What follows belongs to an exercise in optimizing a design on an open flow for small area; a production flow would make more cautious choices.
Function was checked by simulation only, so behaviour that the tests miss may differ from the original.
Power and IR drop assume default switching activity.

==> module uart_tx, before the edit <==
module uart_tx (
    input  wire       clk,
    input  wire       rst_n,
    input  wire       fifo_empty,
    input  wire [7:0] fifo_dout,
    input  wire       s_tick,
    output wire       fifo_pop,
    output reg        tx
);
    localparam [7:0] C_IDLE = 8'd253, C_POP = 8'd254, C_LAST = 8'd159;
    reg [7:0] c;
    reg [7:0] rot;    
    reg  [7:0] c_inc;
    reg  [8:0] cy;
    integer j;
    always @(*) begin
        cy[0] = 1'b1;
        for (j = 0; j < 8; j = j + 1) begin
            c_inc[j] = c[j] ^ cy[j];
            cy[j+1]  = cy[j] & c[j];
        end
    end
    wire       idle  = (c == C_IDLE);
    wire       pre   = &c[7:2];       
    wire [3:0] slot  = c[7:4];
    assign fifo_pop = (c == C_POP);
    always @(posedge clk or negedge rst_n) begin
        if (!rst_n) begin
            c  <= C_IDLE;
            tx <= 1'b1;
        end else begin
            if (idle) begin
                if (!fifo_empty) c <= c_inc;
            end else if (pre) begin
                c <= c_inc;
            end else if (s_tick) begin
                c <= (c == C_LAST) ? C_IDLE : c_inc;
            end
            if (slot == 4'd0)
                tx <= 1'b0;
            else if (slot <= 4'd8)
                tx <= rot[slot[2:0]];
            else
                tx <= 1'b1;
        end
    end
    always @(posedge clk) begin
        if (idle) rot <= {fifo_dout[6:0], fifo_dout[7]};
    end
endmodule
==> flow/config.mk <==
export PLATFORM = sky130hd
export DESIGN_NAME = apb_uart
export DESIGN_NICKNAME = apb_uart
export VERILOG_FILES = /design/flow/design.v
export SDC_FILE = /design/flow/constraint.sdc
export NUM_CORES = 4
export LEC_CHECK = 0
export ABC_AREA = 1
export CAP_MARGIN = 20
export CORE_MARGIN = 2
export CORE_UTILIZATION = 40
export SLEW_MARGIN = 20
==> flow/constraint.sdc <==
create_clock -name core_clock -period 6.0 [get_ports {pclk}]
set_input_delay 1.2000 -clock core_clock [delete_from_list [all_inputs] [get_ports {pclk}]]
set_output_delay 1.2000 -clock core_clock [all_outputs]
set_load 0.01 [all_outputs]
standard.sh (not shown) runs the stock make flow with config.mk's settings and CLKGATE_MAP_FILE= SYNTH_SCRIPT=/design/flow/synth_recipe.tcl, a recipe that flattens the netlist after the stock synthesis.
==> flow/flow/run.sh <==
#!/bin/bash
# Own layout flow: the standard synthesis, then the combinational logic
# between its registers re-mapped by ABC for area (registers untouched:
# same instances, names and cell types), then the standard ORFS layout with
# smaller port buffers and a leaner clock tree.
set -euo pipefail
W=$(pwd)
F=$W/flow
R=$W/orfs/results/${FLOW_PLATFORM:-sky130hd}/apb_uart/base
LIB=$FLOW_HOME/platforms/sky130hd/lib/sky130_fd_sc_hd__tt_025C_1v80.lib
YOSYS=$(command -v yosys || echo "$FLOW_HOME/../tools/install/yosys/bin/yosys")

bash standard.sh synth > "$W/log_1_standard_synth.txt" 2>&1
cp "$R/1_2_yosys.v" "$W/standard_synth.v"

DU=""
for c in sky130_fd_sc_hd__probe_p_8 sky130_fd_sc_hd__probec_p_8 'sky130_fd_sc_hd__lpflow_*'; do
  DU="$DU -dont_use $c"
done
SEQ=$(tr '\n' ' ' < "$F/seqcells.txt")
cat > "$W/remap.ys" <<EOY
read_liberty -ignore_miss_func $LIB
blackbox $SEQ
read_verilog $W/standard_synth.v
hierarchy -top $FLOW_TOP
flatten
opt_clean -purge
abc -liberty $LIB $DU -script $F/remap.abc
opt_clean -purge
write_verilog -noattr -nohex -nodec -selected $W/remap_abc.v
design -reset
read_liberty -lib $LIB
read_verilog $W/remap_abc.v
hierarchy -top $FLOW_TOP
hilomap -hicell sky130_fd_sc_hd__conb_1 HI -locell sky130_fd_sc_hd__conb_1 LO
splitnets
opt_clean -purge
rename -enumerate -pattern _r%_
tee -o $W/remap_stat.txt stat -liberty $LIB
check -assert -mapped
write_verilog -noattr -nohex -nodec $W/remapped.v
EOY
"$YOSYS" -s "$W/remap.ys" > "$W/log_2_remap.txt" 2>&1
cp "$W/remapped.v" "$R/1_2_yosys.v"
touch "$R/1_2_yosys.v"

bash standard.sh \
  "BUFFER_PORTS_ARGS=-buffer_cell sky130_fd_sc_hd__buf_1" \
  "CTS_ARGS=-sink_clustering_enable -repair_clock_nets -dont_use_dummy_load -buf_list sky130_fd_sc_hd__clkbuf_16 -root_buf sky130_fd_sc_hd__clkbuf_8 -tree_buf sky130_fd_sc_hd__clkbuf_8 -sink_clustering_size 30 -sink_clustering_max_diameter 100" \
  finish > "$W/log_3_layout.txt" 2>&1
Other scripts of this flow, unchanged in this note and not shown: flow/flow/remap.abc, flow/flow/seqcells.txt
Next try:
--- a/flow/design.v
+++ b/flow/design.v
@@ -82,47 +82,48 @@
     input  wire       fifo_empty,
     input  wire [7:0] fifo_dout,
     input  wire       s_tick,
     output wire       fifo_pop,
     output reg        tx
 );
-    localparam [7:0] C_IDLE = 8'd253, C_POP = 8'd254, C_LAST = 8'd159;
+    localparam [7:0] C_IDLE = 8'd253;
     reg [7:0] c;
     reg [7:0] rot;    
     reg  [7:0] c_inc;
     reg  [8:0] cy;
     integer j;
     always @(*) begin
         cy[0] = 1'b1;
         for (j = 0; j < 8; j = j + 1) begin
             c_inc[j] = c[j] ^ cy[j];
             cy[j+1]  = cy[j] & c[j];
         end
     end
-    wire       idle  = (c == C_IDLE);
-    wire       pre   = &c[7:2];       
+    wire       pre   = &c[7:2];               
+    wire       idle  = pre & ~c[1];           
+    wire       last  = c[7] & c[4] & (&c[3:0]);  
     wire [3:0] slot  = c[7:4];
-    assign fifo_pop = (c == C_POP);
+    assign fifo_pop = pre & c[1] & ~c[0];     
     always @(posedge clk or negedge rst_n) begin
         if (!rst_n) begin
             c  <= C_IDLE;
             tx <= 1'b1;
         end else begin
             if (idle) begin
                 if (!fifo_empty) c <= c_inc;
             end else if (pre) begin
                 c <= c_inc;
             end else if (s_tick) begin
-                c <= (c == C_LAST) ? C_IDLE : c_inc;
+                c <= last ? C_IDLE : c_inc;
             end
             if (slot == 4'd0)
                 tx <= 1'b0;
-            else if (slot <= 4'd8)
+            else if (slot[3] & slot[0])
+                tx <= 1'b1;
+            else
                 tx <= rot[slot[2:0]];
-            else
-                tx <= 1'b1;
         end
     end
     always @(posedge clk) begin
         if (idle) rot <= {fifo_dout[6:0], fifo_dout[7]};
     end
 endmodule
Effect: Area after synthesis hardly moves; cell area stays flat; clock power hardly moves; register-to-register slack got worse by 0.41 ns; power fell by 5.2%; wire length fell by 0.41%; worst setup slack improved by 0.039 ns; sequential share of layout area rose by 0.15 points; fmax rose by 0.88%.

* * *

Setup of red:
Another version of the RTL of apb_uart (not shown whole).
Size in the first run: about 810 cells after synthesis, roughly 110 I/O pins, about 0.013 sq mm of cells after synthesis.
==> module sync_fifo, before the edit <==
module sync_fifo #(
    parameter DATA_WIDTH = 8,
    parameter DEPTH      = 16
)(
    input  wire                  clk,
    input  wire                  rst_n,
    input  wire                  wr_en,
    input  wire [DATA_WIDTH-1:0] din,
    input  wire                  rd_en,
    output wire [DATA_WIDTH-1:0] dout,
    output wire                  full,
    output wire                  empty
);
    localparam PTR_WIDTH = $clog2(DEPTH);
    reg [DATA_WIDTH-1:0] mem [0:DEPTH-1];
    reg  [PTR_WIDTH:0]   lastn;
    wire [PTR_WIDTH:0]   last = ~lastn;
    assign dout  = mem[last[PTR_WIDTH-1:0]];
    assign empty = last[PTR_WIDTH];
    assign full  = (last == DEPTH-1);
    wire push = wr_en & ~full;
    wire pop  = rd_en & ~empty;
    wire dn = pop & ~push;
    reg  [PTR_WIDTH:0]   last_nx;
    reg  [PTR_WIDTH+1:0] cy;
    integer j;
    always @(*) begin
        cy[0] = push ^ pop;
        for (j = 0; j <= PTR_WIDTH; j = j + 1) begin
            last_nx[j] = last[j] ^ cy[j];
            cy[j+1]    = cy[j] & (last[j] ^ dn);
        end
    end
    always @(posedge clk or negedge rst_n) begin
        if (!rst_n)
            lastn <= {(PTR_WIDTH+1){1'b0}};
        else
            lastn <= ~last_nx;
    end
    integer i;
    always @(posedge clk) begin
        if (push) begin
            mem[0] <= din;
            for (i = 1; i < DEPTH; i = i + 1)
                mem[i] <= mem[i-1];
        end
    end
endmodule
export LEC_CHECK = 0
export ABC_AREA = 1
export CAP_MARGIN = 20
export CORE_MARGIN = 2
export CORE_UTILIZATION = 40
export SLEW_MARGIN = 20
create_clock -name core_clock -period 6.0 [get_ports {pclk}]
==> flow/flow/remap.abc <==
strash
dc2
&get -n
&dch -f
&nf -a -R 1000
&put
strash
&get -n
&dch -f
&nf -a -R 1000
&put
strash
&get -n
&dch -f
&nf -a -R 1000
&put
strash
&get -n
&dch -f
&nf -a -R 1000
&put
strash
&get -n
&dch -f
&nf -a -R 1000
&put
topo
==> flow/flow/seqcells.txt <==
sky130_fd_sc_hd__dfbbn_1
sky130_fd_sc_hd__dfbbn_2
sky130_fd_sc_hd__dfbbp_1
sky130_fd_sc_hd__dfrbp_1
sky130_fd_sc_hd__dfrbp_2
sky130_fd_sc_hd__dfrtn_1
sky130_fd_sc_hd__dfrtp_1
sky130_fd_sc_hd__dfrtp_2
sky130_fd_sc_hd__dfrtp_4
sky130_fd_sc_hd__dfsbp_1
sky130_fd_sc_hd__dfsbp_2
sky130_fd_sc_hd__dfstp_1
sky130_fd_sc_hd__dfstp_2
sky130_fd_sc_hd__dfstp_4
sky130_fd_sc_hd__dfxbp_1
sky130_fd_sc_hd__dfxbp_2
sky130_fd_sc_hd__dfxtp_1
sky130_fd_sc_hd__dfxtp_2
sky130_fd_sc_hd__dfxtp_4
sky130_fd_sc_hd__dlclkp_1
sky130_fd_sc_hd__dlclkp_2
sky130_fd_sc_hd__dlclkp_4
sky130_fd_sc_hd__dlrbn_1
sky130_fd_sc_hd__dlrbn_2
sky130_fd_sc_hd__dlrbp_1
sky130_fd_sc_hd__dlrbp_2
sky130_fd_sc_hd__dlrtn_1
sky130_fd_sc_hd__dlrtn_2
sky130_fd_sc_hd__dlrtn_4
sky130_fd_sc_hd__dlrtp_1
sky130_fd_sc_hd__dlrtp_2
sky130_fd_sc_hd__dlrtp_4
sky130_fd_sc_hd__dlxbn_1
sky130_fd_sc_hd__dlxbn_2
sky130_fd_sc_hd__dlxbp_1
sky130_fd_sc_hd__dlxtn_1
sky130_fd_sc_hd__dlxtn_2
sky130_fd_sc_hd__dlxtn_4
sky130_fd_sc_hd__dlxtp_1
sky130_fd_sc_hd__edfxbp_1
sky130_fd_sc_hd__edfxtp_1
sky130_fd_sc_hd__lpflow_inputisolatch_1
sky130_fd_sc_hd__sdfbbn_1
sky130_fd_sc_hd__sdfbbn_2
sky130_fd_sc_hd__sdfbbp_1
sky130_fd_sc_hd__sdfrbp_1
sky130_fd_sc_hd__sdfrbp_2
sky130_fd_sc_hd__sdfrtn_1
sky130_fd_sc_hd__sdfrtp_1
sky130_fd_sc_hd__sdfrtp_2
sky130_fd_sc_hd__sdfrtp_4
sky130_fd_sc_hd__sdfsbp_1
sky130_fd_sc_hd__sdfsbp_2
sky130_fd_sc_hd__sdfstp_1
sky130_fd_sc_hd__sdfstp_2
sky130_fd_sc_hd__sdfstp_4
sky130_fd_sc_hd__sdfxbp_1
sky130_fd_sc_hd__sdfxbp_2
sky130_fd_sc_hd__sdfxtp_1
sky130_fd_sc_hd__sdfxtp_2
sky130_fd_sc_hd__sdfxtp_4
sky130_fd_sc_hd__sdlclkp_1
sky130_fd_sc_hd__sdlclkp_2
sky130_fd_sc_hd__sdlclkp_4
sky130_fd_sc_hd__sedfxbp_1
sky130_fd_sc_hd__sedfxbp_2
sky130_fd_sc_hd__sedfxtp_1
sky130_fd_sc_hd__sedfxtp_2
sky130_fd_sc_hd__sedfxtp_4
Scripts as last shown in full above: flow/flow/run.sh
The following lists how purple was set up differently from red:
diff --git a/flow/design.v b/flow/design.v
--- a/flow/design.v
+++ b/flow/design.v
@@ -44,8 +44,7 @@
 );
     localparam PTR_WIDTH = $clog2(DEPTH);
     reg [DATA_WIDTH-1:0] mem [0:DEPTH-1];
-    reg  [PTR_WIDTH:0]   lastn;
-    wire [PTR_WIDTH:0]   last = ~lastn;
+    reg [PTR_WIDTH:0]    last;
     assign dout  = mem[last[PTR_WIDTH-1:0]];
     assign empty = last[PTR_WIDTH];
     assign full  = (last == DEPTH-1);
@@ -64,9 +63,9 @@
     end
     always @(posedge clk or negedge rst_n) begin
         if (!rst_n)
-            lastn <= {(PTR_WIDTH+1){1'b0}};
+            last <= {(PTR_WIDTH+1){1'b1}};
         else
-            lastn <= ~last_nx;
+            last <= last_nx;
     end
     integer i;
     always @(posedge clk) begin
### Flow results
- [compare] base=red new=purple: total power now sits higher, worst setup slack now sits higher, total global routing track utilization now sits lower, met3 global-route usage now sits lower.
- purple vs. red: critical path depth rose by 1; part of the power in the clock network fell by 1.6 points.

re-timing with driven ports:
The flow's constraints put no driver on any port. The routed layouts listed below were extracted and timed again, unchanged, in two steps.
Step 1: set_driving_cell puts a clkbuf_16 on pclk and a buf_2 on each other input, an assumption about the parent block.
Step 2 also shifts input and output timing later by t, the mid clock arrival at the registers, as if the neighbouring blocks saw the same clock.
Three values: no drivers, after step 1, after step 2; two values: the first two.
run | t, ns | slack for setup (ns) | clock arrival spread, ns
the first run of note 1 | 0.578 | 1.478 / 1.432 / 1.721 | 0.053 / 0.053
the second run of note 1 | 0.571 | 1.517 / 1.477 / 1.731 | 0.051 / 0.051
red | 0.574 | 1.404 / 1.358 / 1.606 | 0.051 / 0.051
purple | 0.571 | 1.423 / 1.382 / 1.813 | 0.054 / 0.055
After both steps every run listed still meets setup and hold.
